Background: an optimization exercise with open tools, aiming at small area, a short achievable clock period and few clock cycles. Do not read the settings as production practice.
For this run, only the layout was checked, not whether the RTL still works.
Power is estimated from default activity; no workload was simulated.

## flow/design.v

```verilog
`timescale 100ps / 100ps
`default_nettype none
module BESDPB #(
    parameter DATA_FILE = "",
    parameter ADDRESS_BITWIDTH = 16,
    parameter DATA_BITWIDTH = 32,
    parameter COLUMN_BITWIDTH = 8,
    parameter COLUMN_COUNT = DATA_BITWIDTH / COLUMN_BITWIDTH
) (
    input wire clk,
    input wire [COLUMN_COUNT-1:0] write_enable,
    input wire [ADDRESS_BITWIDTH-1:0] address,
    output wire [DATA_BITWIDTH-1:0] data_out,
    input wire [DATA_BITWIDTH-1:0] data_in
);
  reg [DATA_BITWIDTH-1:0] data[2**ADDRESS_BITWIDTH-1:0];
  assign data_out = data[address];
  always @(posedge clk) begin
    for (int i = 0; i < COLUMN_COUNT; i++) begin
      if (write_enable[i]) begin
        data[address][(i+1)*COLUMN_BITWIDTH-1-:COLUMN_BITWIDTH] <= data_in[(i+1)*COLUMN_BITWIDTH-1-:COLUMN_BITWIDTH];
      end
    end
  end
endmodule
`default_nettype wire
`timescale 100ps / 100ps
`default_nettype none
module Cache #(
    parameter LINE_IX_BITWIDTH = 4,
    parameter BURST_RAM_DEPTH_BITWIDTH = 21,
    parameter COMMAND_DELAY_INTERVAL = 14,
    parameter RAM_ADDRESSING = 3
) (
    input wire clk,
    input wire rst,
    input wire [31:0] address,
    output reg [31:0] data_out,
    output reg data_out_ready,
    input wire [31:0] data_in,
    input wire [3:0] write_enable,
    output reg busy,
    output reg br_cmd,   
    output reg br_cmd_en,
    output reg [BURST_RAM_DEPTH_BITWIDTH-1:0] br_addr,
    output reg [63:0] br_wr_data,
    output wire [7:0] br_data_mask,
    input wire [63:0] br_rd_data,
    input wire br_rd_data_valid
);
  localparam LINE_COUNT = 2 ** LINE_IX_BITWIDTH;
  localparam TAG_BITWIDTH = 32 - LINE_IX_BITWIDTH - 3 - 2 - 8;   
  assign br_data_mask = 8'h0F;
  reg [31:0] data[LINE_COUNT][8];
  reg [TAG_BITWIDTH-1:0] tags[LINE_COUNT];
  reg [LINE_COUNT-1:0] lines_valid;
  reg [LINE_COUNT-1:0] lines_dirty;
  wire [TAG_BITWIDTH-1:0] in_tag = address[23:9];
  wire [LINE_IX_BITWIDTH-1:0] in_idx = address[8:5];
  reg [TAG_BITWIDTH-1:0] a_tag;
  reg [LINE_IX_BITWIDTH-1:0] a_idx;
  reg [2:0] a_col;
  reg [3:0] a_we;
  reg [31:0] a_din;
  always_ff @(posedge clk) begin
    a_tag <= in_tag;
    a_idx <= in_idx;
    a_col <= address[4:2];
    a_we  <= write_enable;
    a_din <= data_in;
  end
  localparam S_REQ = 3'd0;
  localparam S_LOOK = 3'd1;
  localparam S_MISS = 3'd2;
  localparam S_WB = 3'd3;
  localparam S_FILL = 3'd4;
  localparam S_DONE = 3'd5;
  reg [2:0] state;
  reg hit_r;   
  reg dirty_r;   
  reg [TAG_BITWIDTH-1:0] old_tag;
  reg [3:0] cnt;   
  reg [1:0] beat;   
  wire [63:0] pair = {data[a_idx][{beat, 1'b1}], data[a_idx][{beat, 1'b0}]};
  wire in_hit = lines_valid[in_idx] && tags[in_idx] == in_tag;
  wire fill_beat = state == S_FILL && br_rd_data_valid;
  wire cpu_write = state == S_DONE && a_we != 0;
  reg [31:0] wdata[8];
  reg [3:0] wen[LINE_COUNT][8];
  always_comb begin
    for (int c = 0; c < 8; c++) begin
      wdata[c] = state == S_FILL ? (c % 2 ? br_rd_data[63:32] : br_rd_data[31:0]) : a_din;
      for (int l = 0; l < LINE_COUNT; l++) begin
        for (int b = 0; b < 4; b++) begin
          wen[l][c][b] = a_idx == l && ((fill_beat && beat == c / 2) ||
                                        (cpu_write && a_col == c && a_we[b]));
        end
      end
    end
  end
  always_ff @(posedge clk) begin
    for (int l = 0; l < LINE_COUNT; l++) begin
      for (int c = 0; c < 8; c++) begin
        for (int b = 0; b < 4; b++) begin
          if (wen[l][c][b]) data[l][c][8*b+:8] <= wdata[c][8*b+:8];
        end
      end
    end
  end
  always_ff @(posedge clk) begin
    if (fill_beat && beat == 3) tags[a_idx] <= a_tag;
  end
  always_ff @(posedge clk) begin
    if (rst) begin
      lines_valid <= 0;
      lines_dirty <= 0;
    end else if (fill_beat && beat == 3) begin
      lines_valid[a_idx] <= 1;
      lines_dirty[a_idx] <= 0;
    end else if (cpu_write) begin
      lines_dirty[a_idx] <= 1;
    end
  end
  always_ff @(posedge clk) begin
    if (rst) begin
      state <= S_REQ;
      busy <= 1;
      data_out_ready <= 0;
      br_cmd_en <= 0;
      cnt <= 0;
    end else begin
      br_cmd_en <= 0;
      if (cnt != 0) cnt <= cnt - 1;
      case (state)
        S_REQ: begin
          hit_r <= in_hit;
          dirty_r <= lines_valid[in_idx] && lines_dirty[in_idx];
          old_tag <= tags[in_idx];
          beat <= in_hit ? address[4:3] : 2'd0;
          state <= S_LOOK;
        end
        S_LOOK, S_MISS: begin
          if (state == S_LOOK && hit_r) begin
            data_out <= a_col[0] ? pair[63:32] : pair[31:0];
            busy <= 0;
            data_out_ready <= a_we == 0;
            state <= S_DONE;
          end else if (cnt == 0) begin
            cnt <= 4'(COMMAND_DELAY_INTERVAL - 1);
            br_cmd_en <= 1;
            if (dirty_r) begin
              br_cmd <= 1;
              br_addr <= {old_tag, a_idx, 2'b00};
              br_wr_data <= pair;
              dirty_r <= 0;
              beat <= 1;
              state <= S_WB;
            end else begin
              br_cmd <= 0;
              br_addr <= {a_tag, a_idx, 2'b00};
              beat <= 0;
              state <= S_FILL;
            end
          end else begin
            beat <= 0;
            state <= S_MISS;
          end
        end
        S_WB: begin
          br_wr_data <= pair;
          beat <= beat + 1;
          if (beat == 3) state <= S_MISS;
        end
        S_FILL: begin
          if (br_rd_data_valid) begin
            if (beat == a_col[2:1]) data_out <= a_col[0] ? br_rd_data[63:32] : br_rd_data[31:0];
            beat <= beat + 1;
            if (beat == 3) begin
              busy <= 0;
              data_out_ready <= a_we == 0;
              state <= S_DONE;
            end
          end
        end
        S_DONE: begin
          busy <= 1;
          data_out_ready <= 0;
          state <= S_REQ;
        end
        default: state <= S_REQ;
      endcase
    end
  end
endmodule
`default_nettype wire
```

## flow/run.sh

```bash
#!/bin/bash
# synth_recipe.tcl (not shown) runs the flow's synth.tcl, then flattens the netlist and writes it again
# the make line also repeats each setting of config.mk as NAME=value (left out here)
make -C /OpenROAD-flow-scripts/flow DESIGN_CONFIG=/design/flow/config.mk WORK_HOME=/design/flow/orfs CLKGATE_MAP_FILE= SYNTH_SCRIPT=/design/flow/synth_recipe.tcl finish
```

## flow/config.mk

```make
export PLATFORM = sky130hd
export DESIGN_NAME = Cache
export DESIGN_NICKNAME = Cache
export VERILOG_FILES = /design/flow/design.v
export SDC_FILE = /design/flow/constraint.sdc
export NUM_CORES = 4
export LEC_CHECK = 0
export CAP_MARGIN = 20
export CORE_MARGIN = 2
export CORE_UTILIZATION = 45
export CTS_CLUSTER_DIAMETER = 60
export CTS_CLUSTER_SIZE = 30
export PLACE_DENSITY = 0.6
export SETUP_SLACK_MARGIN = 5
export SLEW_MARGIN = 20
```

## flow/constraint.sdc

```tcl
create_clock -name core_clock -period 9.0 [get_ports {clk}]
set_input_delay 1.8000 -clock core_clock [delete_from_list [all_inputs] [get_ports {clk}]]
set_output_delay 1.8000 -clock core_clock [all_outputs]
set_load 0.01 [all_outputs]
```

==> notes.md <==
first drt pass iteration count 9; Finished Core Util 53.78%; first-pass GRT wire length 917600 um; area of the mapped netlist 0.1673 mm^2; Worst Tran Pin Value 1.289 ns; number of global-route vias before repair 99839; Worst Skew 0.07015 ns; Root Buffer Master sky130_fd_sc_hd__clkbuf_16; most used flip-flop cell after synthesis sky130_fd_sc_hd__edfxtp_1; slack of the worst reg-to-reg path 4.77 ns; net count of the finished layout 10101; Hold Path Origin lines_valid[2]$_SDFFE_PP0P_; Hold Crit Depth 2; Yosys warning count 4; hold bufs inserted after CTS 0; Syn-to-layout area delta 18.83%; met1 track demand over resource in global routing 46.17%; run status timing/DRC/antenna clean; Vias/cell 7.279; logic depth of the worst register-to-register path 13; peak-usage layer in the global routing report met2; number of pins with negative max-slew slack in the final report 0; number of enable-type register cells in the synthesized netlist 4471; iteration-0 DRC count of the detailed router 24646; number of placement rows 223; routed wirelength normalized by instance count 46.86 um; most common cell after layout, fill and taps aside sky130_fd_sc_hd__edfxtp_1; critical path type flip-flop to flip-flop; Synth Register Bits 4571; final critical-path setup slack 4.775 ns; cell seen most often among critical-path stages sky130_fd_sc_hd__buf_12; drc violations 0; crit path launch type flip-flop; number of buffers inserted by port buffering 243; Max-Slew Margin vs Limit 14.09%; total congestion overflow after global routing 0; minimum clock period after layout approximately 4.2 ns; Power Dens Cells approximately 240 mW/mm^2; TritonCTS clock tree done; endpoint required time on the critical path about 9.7 ns; Hold Path Class flip-flop to flip-flop; gate count after technology mapping 9170; met2 capacity usage during global routing 51.54%; Die Span Y 613.8 um; Worst EP arrival ~5.0 ns; number of antenna violations at the first check in global routing 74; die width 613.8 um; fraction of final layout cells sized beyond drive strength 1 22.43%; Core ar. between 0.3 and 0.4 mm^2; minimum hold slack roughly 0.48 ns; post-route design area 0.1988 mm^2; cell with the biggest individual delay on the critical path sky130_fd_sc_hd__mux4_2; end of the worst register-to-register path data_out[31]$_DFFE_PP_; Pwr Total about 48 mW; number of failing hold endpoints at the final stage 0; crit end category flip-flop; Period Utilization, post-route around 47%; leakage power of the design 61.70 nW; distinct cell type count after synthesis 71; sequential cell area fraction in the yosys report approximately four fifths; cells along the critical path buf_4 > inv_2 > ha_4 > buf_12 > nand2_2 > nor2b_4 > buf_12 > a22o_1 > a221oi_2 > nand4_1 > nor3_4 > a31oi_4 > mux4_2; most frequent cells in the layout sky130_fd_sc_hd__edfxtp_1 (4471), sky130_fd_sc_hd__a22oi_1 (914), sky130_fd_sc_hd__buf_4 (637); unrepaired setup endpoints after global routing true; overall fraction of global-route tracks in use 36.63%; Clock Sink Count 4571; count of pins on the block boundary 264; highest fanout seen on the critical path 40; H-tree depth reported by CTS 5; cell family contributing the most delay on the critical path compound AO/OA/AOI/OAI gates; Layout fillers 28296; buffers plus inverters on the worst setup path 4; maximum number of pins on one net before global-route repair 65; DP Area 0.1791 mm^2; total negative slack for setup checks 0 ns; routed wire length 716600 um; cell total after placement 14278; number of vias in the routed layout ~110k; number of nets with antenna violations after routing 0; cts bufs inserted approximately 300; syn_area_per_cell 18.25 um^2; clock network latency to the later pin of the worst-skew pair 1.03 ns; Post-DP HPWL 405600 um; met3 demand-to-capacity share in global routing 14.01%; max-cap violations 0; post-layout instance count excluding filler cells 15291; fraction of synthesis flops using an asynchronous set or reset pin 0%; Critical R2R Launch beat[0]$_DFFE_PP_; post-CTS clock slew at the launch and capture registers of the worst setup and hold paths 0.10 ns; number of buffers on the longest clock path 4; VDD IR-drop max around 0.26 mV; post-placement setup slack 3.042 ns; die area around 0.38 mm^2; Worst path max stage delay 0.58 ns; destination of the worst hold path lines_valid[2]$_SDFFE_PP0P_; Final setup violation count 0; initial core utilization 45.26%; maximum clock frequency 0.2367 GHz; RePlAce Congestion 0.9450
==> repair_timing <==
| item | 4_1_cts | 5_1_grt |
|---|---|---|
| gates resized for setup | 720 | 248 |
| buffers inserted | 156 | 118 |
| pin swaps | 122 | 126 |
| hold endpoints to repair | 0 | 0 |
| setup endpoints to repair | 3803 | 814 |
| cloned | 34 | 19 |
==> worst reg2reg max path: cells and delay by family (launching register included) <==
family | cells | cell delay [ns]
buf+inv | 4 | 0.56
compound gates | 3 | 1.21
simple gates | 4 | 0.96
mux | 1 | 0.61
flops | 1 | 0.43
fa+ha+maj | 1 | 0.20
==> state kept, by name, summed over array words and instances, names as in the netlist, 15 cells and up, named ones only <==
| name | cells |
|---|---|
| data_out | 32 |
| data | 4096 |
| br_wr_data | 64 |
| br_addr | 19 |
| lines_valid | 16 |
| a_tag | 15 |
| old_tag | 15 |
| a_din | 32 |
| tags | 240 |
==> logic make-up after synthesis <==
kind of cell	Yosys count	share of synthesized area [%]
AOI/OAI and AO/OA	2222	10.66
xor gates and xnor gates	24	0.1256
adders and majority gates	11	0.08225
buffers and inverters	671	1.622
DFF	4571	81.43
muxes	145	1.665
other	2	0.004488
and+or+nand+nor	1524	4.407
==> how the worst max path moves through the flow <==
stage / start / endpoint / slack (ns) / cells past startpoint
2_1_floorplan: address[5] / beat[1]$_DFFE_PP_ / 4.76 / 10
3_3_place_gp: address[5] / beat[1]$_DFFE_PP_ / 3.03 / 10
3_5_place_dp: address[5] / beat[1]$_DFFE_PP_ / 3.04 / 10
4_1_cts: beat[0]$_DFFE_PP_ / data_out[31]$_DFFE_PP_ / 4.89 / 12
5_1_grt: a_idx[1]$_DFF_P_ / data_out[14]$_DFFE_PP_ / 4.83 / 10
6_report: beat[0]$_DFFE_PP_ / data_out[31]$_DFFE_PP_ / 4.77 / 13
==> cells in the mapped netlist, drive strengths merged, types with 6 or more instances <==
cell        n  share of area [%]
nand4     293                1.1
nand2     227               0.51
mux2       17               0.11
and2        7              0.026
edfxtp   4471                 80
nor2      634                1.4
xor2        9              0.047
a222oi     78               0.47
and4b      31               0.19
o211ai      6              0.027
nor2b      12              0.045
inv        20              0.045
a221oi    482                2.5
nor4bb     15              0.090
nor3       68               0.21
a211oi     23               0.10
ha         11              0.082
xnor2      15              0.079
nor4       59               0.22
a31oi      47               0.18
o21ai      23              0.069
mux2i      23               0.14
and3       23              0.086
a22oi     933                4.2
mux4      105                1.4
a22o      492                2.6
a2111oi     9              0.055
dfxtp     100                1.2
clkbuf    446                1.0
buf       204               0.57
a21oi      90               0.27
a32oi       8              0.042
and4       14              0.073
nand3     125               0.37
==> cell type report <==
type	count	area [um^2]	area share (%)
repair buffers	1115	11660	5.863
inverters	21	82.58	0.04153
diodes	140	350.3	0.1762
well taps	4950	6193	3.115
flip-flops and latches	4571	136300	68.54
clock inverters	225	3207	1.613
multi-input cells	3950	33340	16.77
clock buffers	319	7726	3.886
==> metal layers <==
metal | wire length [um] | part of all wire [%]
met5 | 653 | 0.091
met4 | 66750 | 9.3
met3 | 126200 | 18
met2 | 295500 | 41
met1 | 227400 | 32
==> report_power, final <==
group	internal [mW]	total [mW]	switching (mW)
Combinational	1.75	6.82	5.07
Sequential	25.1	25.3	0.213
Clock	7.28	15.6	8.36
Total	34.2	47.8	13.6

what the ideal ports hide:
How much do the figures lean on ideal ports? The routed layout below was timed once more, with nothing changed but the port constraints.
Step 1 assumes that a clkbuf_16 drives the clock port and a buf_2 every other input.
Step 2, shift: input delay + t, output delay - t, t = (earliest + latest rising clock arrival at the registers) / 2. This alone moves slack from input paths to output paths.
a / b / c = no drivers / after step 1 / after step 2; a / b = the first two.
t (ns): 1.103
setup WS [ns]: 4.775 / 4.728 / 4.046
hold slack, ns: 0.477 / 0.477 / 0.477
worst setup path at the end: input to register
latest minus earliest clock arrival (ns): 0.088 / 0.089
After both steps setup and hold are still met in this run. For this run, drivers alone change the setup slack by -0.047 ns; drivers and shift together by -0.729 ns.
